Source: an optimization exercise on an open RTL-to-GDS flow (aim: small area). Production flows keep margins and buffers that such runs may drop. At most, simulation tests tie the RTL to the original design; equivalence was not proved. Power is estimated from default activity; no workload was simulated.

==> inputs of run F <==
==> flow/design.v <==
`timescale 1ns / 1ps
module ddr_ctrl_top(
    input  wire         ui_clk,
    input  wire         rst,
    input  wire         wr_start,
    input  wire [255:0] wr_ddr_data,
    output wire         data_req,
    output wire         wr_done,
    input  wire         rd_start,
    output wire         rd_data_vld,
    output wire [255:0] rd_ddr_data,
    output wire         rd_done,
    output wire         ddr_busy,
    input  wire         app_rdy,
    output wire [2:0]   app_cmd,
    output wire         app_en,
    output wire [28:0]  app_addr,
    input  wire         app_wdf_rdy,
    output wire [255:0] app_wdf_data,
    output wire         app_wdf_wren,
    output wire         app_wdf_end,
    output wire [31:0]  app_wdf_mask,
    input  wire [255:0] app_rd_data,
    input  wire         app_rd_data_vld,
    input  wire         app_rd_data_end
);
reg         wx, wren, wen, wdone;
reg         rp, rr, rdone;
reg  [5:0]  wcnt;
reg  [16:0] waddr;
reg  [16:0] raddr;
reg         vld;
reg [255:0] rdata;
wire w_idle  = ~wx & ~wren & ~wen;
wire w_wait  =  wx & ~wren & ~wen;
wire w_first = ~wx &  wren & ~wen;
wire w_cmd   = ~wx &  wen;           
wire r_idle  = ~rp & ~rr;
wire r_wait  =  rp & ~rr;
wire r_cmd   = ~rp &  rr;            
wire arbit   = ~(wren | wen | wdone | rr | rdone);
wire w_inc   = w_cmd & app_rdy;
wire r_inc   = r_cmd & app_rdy;
wire beat    = wren & app_wdf_rdy;
wire end_cmd = w_inc & (&waddr[5:0]);
wire end_dat = beat & (&wcnt);
wire end_rd  = r_inc & (&raddr[5:0]);
wire wr_end  = (end_cmd | (wx & wren)) & (end_dat | ~wren);
function [16:0] step;
    input [16:0] q;
    input        inc;
    reg   [16:0] t;
    integer      i;
    begin
        t[0] = inc;
        for (i = 1; i < 17; i = i + 1) t[i] = t[i-1] & q[i-1];
        step = q ^ t;
        step[15] = q[15] ^ (t[15] & ~q[16]);
        step[16] = q[16] ? ~(t[15]) : t[16];
    end
endfunction
always @(posedge ui_clk) begin
    if (rst) begin
        wx    <= 1'b0;
        wren  <= 1'b0;
        wen   <= 1'b0;
        wdone <= 1'b0;
        rp    <= 1'b0;
        rr    <= 1'b0;
        rdone <= 1'b0;
        wcnt  <= 6'd0;
        waddr <= 17'd0;
        raddr <= 17'd0;
        vld   <= 1'b0;
    end
    else begin
        wx    <= (w_idle & wr_start) | w_wait | (wren & ~end_dat & (wx | end_cmd));
        wren  <= (wx & wen & ~wren) | (wren & ~end_dat);
        wen   <= (w_wait & arbit) | w_first | (w_cmd & ~end_cmd);
        wdone <= wr_end;
        rp    <= ~rr & (rp | rd_start);
        rr    <= (r_wait & arbit & ~w_wait) | (rp & rr) | (r_cmd & ~end_rd);
        rdone <= end_rd;
        wcnt  <= wcnt + {5'd0, beat};
        waddr <= step(waddr, w_inc);
        raddr <= step(raddr, r_inc);
        vld   <= app_rd_data_vld;
    end
end
always @(posedge ui_clk) rdata <= app_rd_data;
assign data_req     = beat;
assign wr_done      = wdone;
assign rd_done      = rdone;
assign rd_data_vld  = vld;
assign rd_ddr_data  = rdata;
assign ddr_busy     = wren | w_cmd | r_cmd;
assign app_en       = w_cmd | r_cmd;
assign app_cmd      = {2'b00, rr};
assign app_addr     = {9'd0, ({17{wen}} & waddr) | ({17{rr}} & raddr), 3'd0};
assign app_wdf_data = wr_ddr_data;
assign app_wdf_wren = wren;
assign app_wdf_end  = wren;
assign app_wdf_mask = 32'd0;
endmodule  
==> flow/flow/run.sh <==
#!/bin/bash
# Standard ORFS layout, with the port buffers made from the smallest buffer
# cell (sky130_fd_sc_hd__buf_1) instead of the one buffer_ports picks itself,
# and a clock tree of fewer, larger sink clusters without dummy loads.
set -euo pipefail
export BUFFER_PORTS_ARGS="-buffer_cell sky130_fd_sc_hd__buf_1"
export CTS_ARGS="-sink_clustering_enable -repair_clock_nets -dont_use_dummy_load -buf_list sky130_fd_sc_hd__clkbuf_8 -sink_clustering_size 20 -sink_clustering_max_diameter 80"
bash standard.sh > standard_flow.log 2>&1
==> flow/standard.sh <==
#!/bin/bash
# synth_recipe.tcl (not shown) runs the flow's synth.tcl, then flattens the netlist and writes it again
# the make line also repeats each setting of config.mk as NAME=value (left out here)
make -C /OpenROAD-flow-scripts/flow DESIGN_CONFIG=/design/flow/config.mk WORK_HOME=/design/flow/orfs CLKGATE_MAP_FILE= SYNTH_SCRIPT=/design/flow/synth_recipe.tcl "${@:-finish}"
==> flow/config.mk <==
export PLATFORM = sky130hd
export DESIGN_NAME = ddr_ctrl_top
export DESIGN_NICKNAME = ddr_ctrl_top
export VERILOG_FILES = /design/flow/design.v
export SDC_FILE = /design/flow/constraint.sdc
export NUM_CORES = 4
export LEC_CHECK = 0
export CAP_MARGIN = 20
export CORE_AREA = 4 4 376 376
export DIE_AREA = 0 0 380 380
export SLEW_MARGIN = 20
==> flow/constraint.sdc <==
create_clock -name core_clock -period 10.0 [get_ports {ui_clk}]
set_input_delay 2.0000 -clock core_clock [delete_from_list [all_inputs] [get_ports {ui_clk}]]
set_output_delay 2.0000 -clock core_clock [all_outputs]
set_load 0.01 [all_outputs]
==> run P (differences from run F) <==
--- a/flow/design.v
+++ b/flow/design.v
@@ -28,6 +28,7 @@
 reg         rp, rr, rdone;
 reg  [5:0]  wcnt;
-reg  [16:0] waddr;
-reg  [16:0] raddr;
+reg  [5:0]  cmdc;
+reg  [10:0] whi;
+reg  [10:0] rhi;
 reg         vld;
 reg [255:0] rdata;
@@ -43,21 +44,35 @@
 wire r_inc   = r_cmd & app_rdy;
 wire beat    = wren & app_wdf_rdy;
-wire end_cmd = w_inc & (&waddr[5:0]);
-wire end_dat = beat & (&wcnt);
-wire end_rd  = r_inc & (&raddr[5:0]);
+reg  [6:0]  kt, ct;
+reg  [11:0] wt, rt;
+reg  [5:0]  cmdc_n, wcnt_n;
+reg  [10:0] whi_n, rhi_n;
+integer i;
+always @* begin
+    kt[0] = w_inc | r_inc;
+    ct[0] = beat;
+    for (i = 0; i < 6; i = i + 1) begin
+        kt[i+1] = kt[i] & cmdc[i];
+        ct[i+1] = ct[i] & wcnt[i];
+    end
+    wt[0] = kt[6] & wen;
+    rt[0] = kt[6] & rr;
+    for (i = 0; i < 11; i = i + 1) begin
+        wt[i+1] = wt[i] & whi[i];
+        rt[i+1] = rt[i] & rhi[i];
+    end
+    cmdc_n = cmdc ^ kt[5:0];
+    wcnt_n = wcnt ^ ct[5:0];
+    whi_n = whi ^ wt[10:0];
+    rhi_n = rhi ^ rt[10:0];
+    whi_n[9]  = whi[9] ^ (wt[9] & ~whi[10]);
+    rhi_n[9]  = rhi[9] ^ (rt[9] & ~rhi[10]);
+    whi_n[10] = whi[10] ? ~wt[9] : wt[10];
+    rhi_n[10] = rhi[10] ? ~rt[9] : rt[10];
+end
+wire end_cmd = kt[6] & wen;
+wire end_dat = ct[6];
+wire end_rd  = kt[6] & rr;
 wire wr_end  = (end_cmd | (wx & wren)) & (end_dat | ~wren);
-function [16:0] step;
-    input [16:0] q;
-    input        inc;
-    reg   [16:0] t;
-    integer      i;
-    begin
-        t[0] = inc;
-        for (i = 1; i < 17; i = i + 1) t[i] = t[i-1] & q[i-1];
-        step = q ^ t;
-        step[15] = q[15] ^ (t[15] & ~q[16]);
-        step[16] = q[16] ? ~(t[15]) : t[16];
-    end
-endfunction
 always @(posedge ui_clk) begin
     if (rst) begin
@@ -70,6 +85,7 @@
         rdone <= 1'b0;
         wcnt  <= 6'd0;
-        waddr <= 17'd0;
-        raddr <= 17'd0;
+        cmdc  <= 6'd0;
+        whi   <= 11'd0;
+        rhi   <= 11'd0;
         vld   <= 1'b0;
     end
@@ -82,7 +98,8 @@
         rr    <= (r_wait & arbit & ~w_wait) | (rp & rr) | (r_cmd & ~end_rd);
         rdone <= end_rd;
-        wcnt  <= wcnt + {5'd0, beat};
-        waddr <= step(waddr, w_inc);
-        raddr <= step(raddr, r_inc);
+        wcnt  <= wcnt_n;
+        cmdc  <= cmdc_n;
+        whi   <= whi_n;
+        rhi   <= rhi_n;
         vld   <= app_rd_data_vld;
     end
@@ -97,5 +114,5 @@
 assign app_en       = w_cmd | r_cmd;
 assign app_cmd      = {2'b00, rr};
-assign app_addr     = {9'd0, ({17{wen}} & waddr) | ({17{rr}} & raddr), 3'd0};
+assign app_addr     = {9'd0, ({11{wen}} & whi) | ({11{rr}} & rhi), cmdc, 3'd0};
 assign app_wdf_data = wr_ddr_data;
 assign app_wdf_wren = wren;
==> flow/flow/run.sh (replaced) <==
#!/bin/bash
# Standard ORFS layout, with the port buffers made from the smallest buffer
# cell (sky130_fd_sc_hd__buf_1) instead of the one buffer_ports picks itself,
# and a clock tree of fewer, larger sink clusters without dummy loads.
set -euo pipefail
export BUFFER_PORTS_ARGS="-buffer_cell sky130_fd_sc_hd__buf_1"
export CTS_ARGS="-sink_clustering_enable -repair_clock_nets -dont_use_dummy_load -buf_list {sky130_fd_sc_hd__clkbuf_4 sky130_fd_sc_hd__clkbuf_8} -sink_clustering_size 16 -sink_clustering_max_diameter 60"
bash standard.sh > standard_flow.log 2>&1
Settings changed: CORE_AREA 4 4 376 376 to 130 130 250 250.
==> run D (differences from run F) <==
--- a/flow/design.v
+++ b/flow/design.v
@@ -97,5 +97,5 @@
 assign app_en       = w_cmd | r_cmd;
 assign app_cmd      = {2'b00, rr};
-assign app_addr     = {9'd0, ({17{wen}} & waddr) | ({17{rr}} & raddr), 3'd0};
+assign app_addr     = {9'd0, wen ? waddr : raddr, 3'd0};
 assign app_wdf_data = wr_ddr_data;
 assign app_wdf_wren = wren;
==> flow/run.sh (new file) <==
#!/bin/bash
# synth_recipe.tcl (not shown) runs the flow's synth.tcl, then flattens the netlist and writes it again
# the make line also repeats each setting of config.mk as NAME=value (left out here)
make -C /OpenROAD-flow-scripts/flow DESIGN_CONFIG=/design/flow/config.mk WORK_HOME=/design/flow/orfs CLKGATE_MAP_FILE= SYNTH_SCRIPT=/design/flow/synth_recipe.tcl finish
Settings changed: CORE_AREA 4 4 376 376 to 4 4 196 196, DIE_AREA 0 0 380 380 to 0 0 200 200.
removed: flow/flow/run.sh
removed: flow/standard.sh
==> summary.txt <==
Outcome
The run finished with no timing, DRC or antenna violations.

Final layout
Of all the cell area in the finished design, the clock network holds ~3.8%. The fraction of final layout cells with drive strength greater than 1 is a little under 4%. The final antenna diode count is between 40 and 50. The commonest non-fill, non-tap cell in the layout is sky130_fd_sc_hd__buf_1. The synthesis-to-layout area growth is 28.7%.

Logic synthesis
In this run the cell area of the synthesized design comes to around 0.0095 mm².

Routing
The sum of met3 wire segment lengths after detailed routing is between 15000 and 20000 µm.

Worst setup path
Among cell families on the critical path, the largest total delay comes from adder cells.

Power
In this run, power in the clock network comes to between 700 and 800 µW. The total internal power is 1630 µW. The clock network burns between 30% and 40% of the power.
Source of the figures above: run F

==> summary.txt <==
Power
The clock distribution power is 535 µW. The internal power of the cells totals about 1500 µW. The share of total power dissipated in the clock network is between 20 and 30%.

Logic synthesis
After synthesis the cells add up to 0.00916 mm².

Outcome
The run finished with no timing, DRC or antenna violations.

Worst setup path
Grouping stages by cell kind, the critical path spends the most delay in adder cells.

Final layout
The synthesis-to-layout area growth is 6.34%. The final antenna diode count is 59. The fraction of final layout cells with drive strength greater than 1 is 2.35%.
Source of the figures above: run P

==> summary.txt <==
Logic synthesis
For this run, the leading register cell type out of synthesis is sky130_fd_sc_hd__dfxtp_1. The simple-gate area share of the yosys netlist is under 10%. After synthesis, the largest family of logic cells by area is buffers and inverters.

In this run the cell area of the synthesized design comes to ~0.0096 mm².

Floorplanning
Once the floorplan was initialized, standard cells occupied 26.2% of the core.

Outcome
The first error in the log reads "[ERROR PPL-0024] Number of IO pins (1104) exceeds maximum number of available positions (718). Increase the die perimeter from 800.00um to 1501.44um". The flow did not finish. The last stage reached is I/O pin placement.
Source of the figures above: run D

Function not checked in run F and run D: the RTL went through the layout flow alone.

==> re-timing with driven ports <==
The flow's constraints put no driver on any port. The routed layouts listed below were extracted and timed again, unchanged, in two steps. Step 1 assumes that a clkbuf_16 drives the clock port and a buf_2 every other input. Step 2 times the ports against the registers' clock, not the clock port: input delays grow and output delays shrink by t, the midpoint of the rising clock arrivals with the driver on. Slacks: ideal / step 1 / step 2; pairs: ideal / step 1.
run | t (ns) | setup slack, ns | worst slew at a driven data input, ns
run F | 0.686 | 5.053 / 5.070 / 4.384 | 0.37
run P | 0.581 | 4.928 / 4.873 / 4.292 | 0.43
After both steps setup and hold are still met in every run listed. The setup slack of run F, which loses most, moves by +0.017 ns with the drivers and by -0.669 ns with both steps.
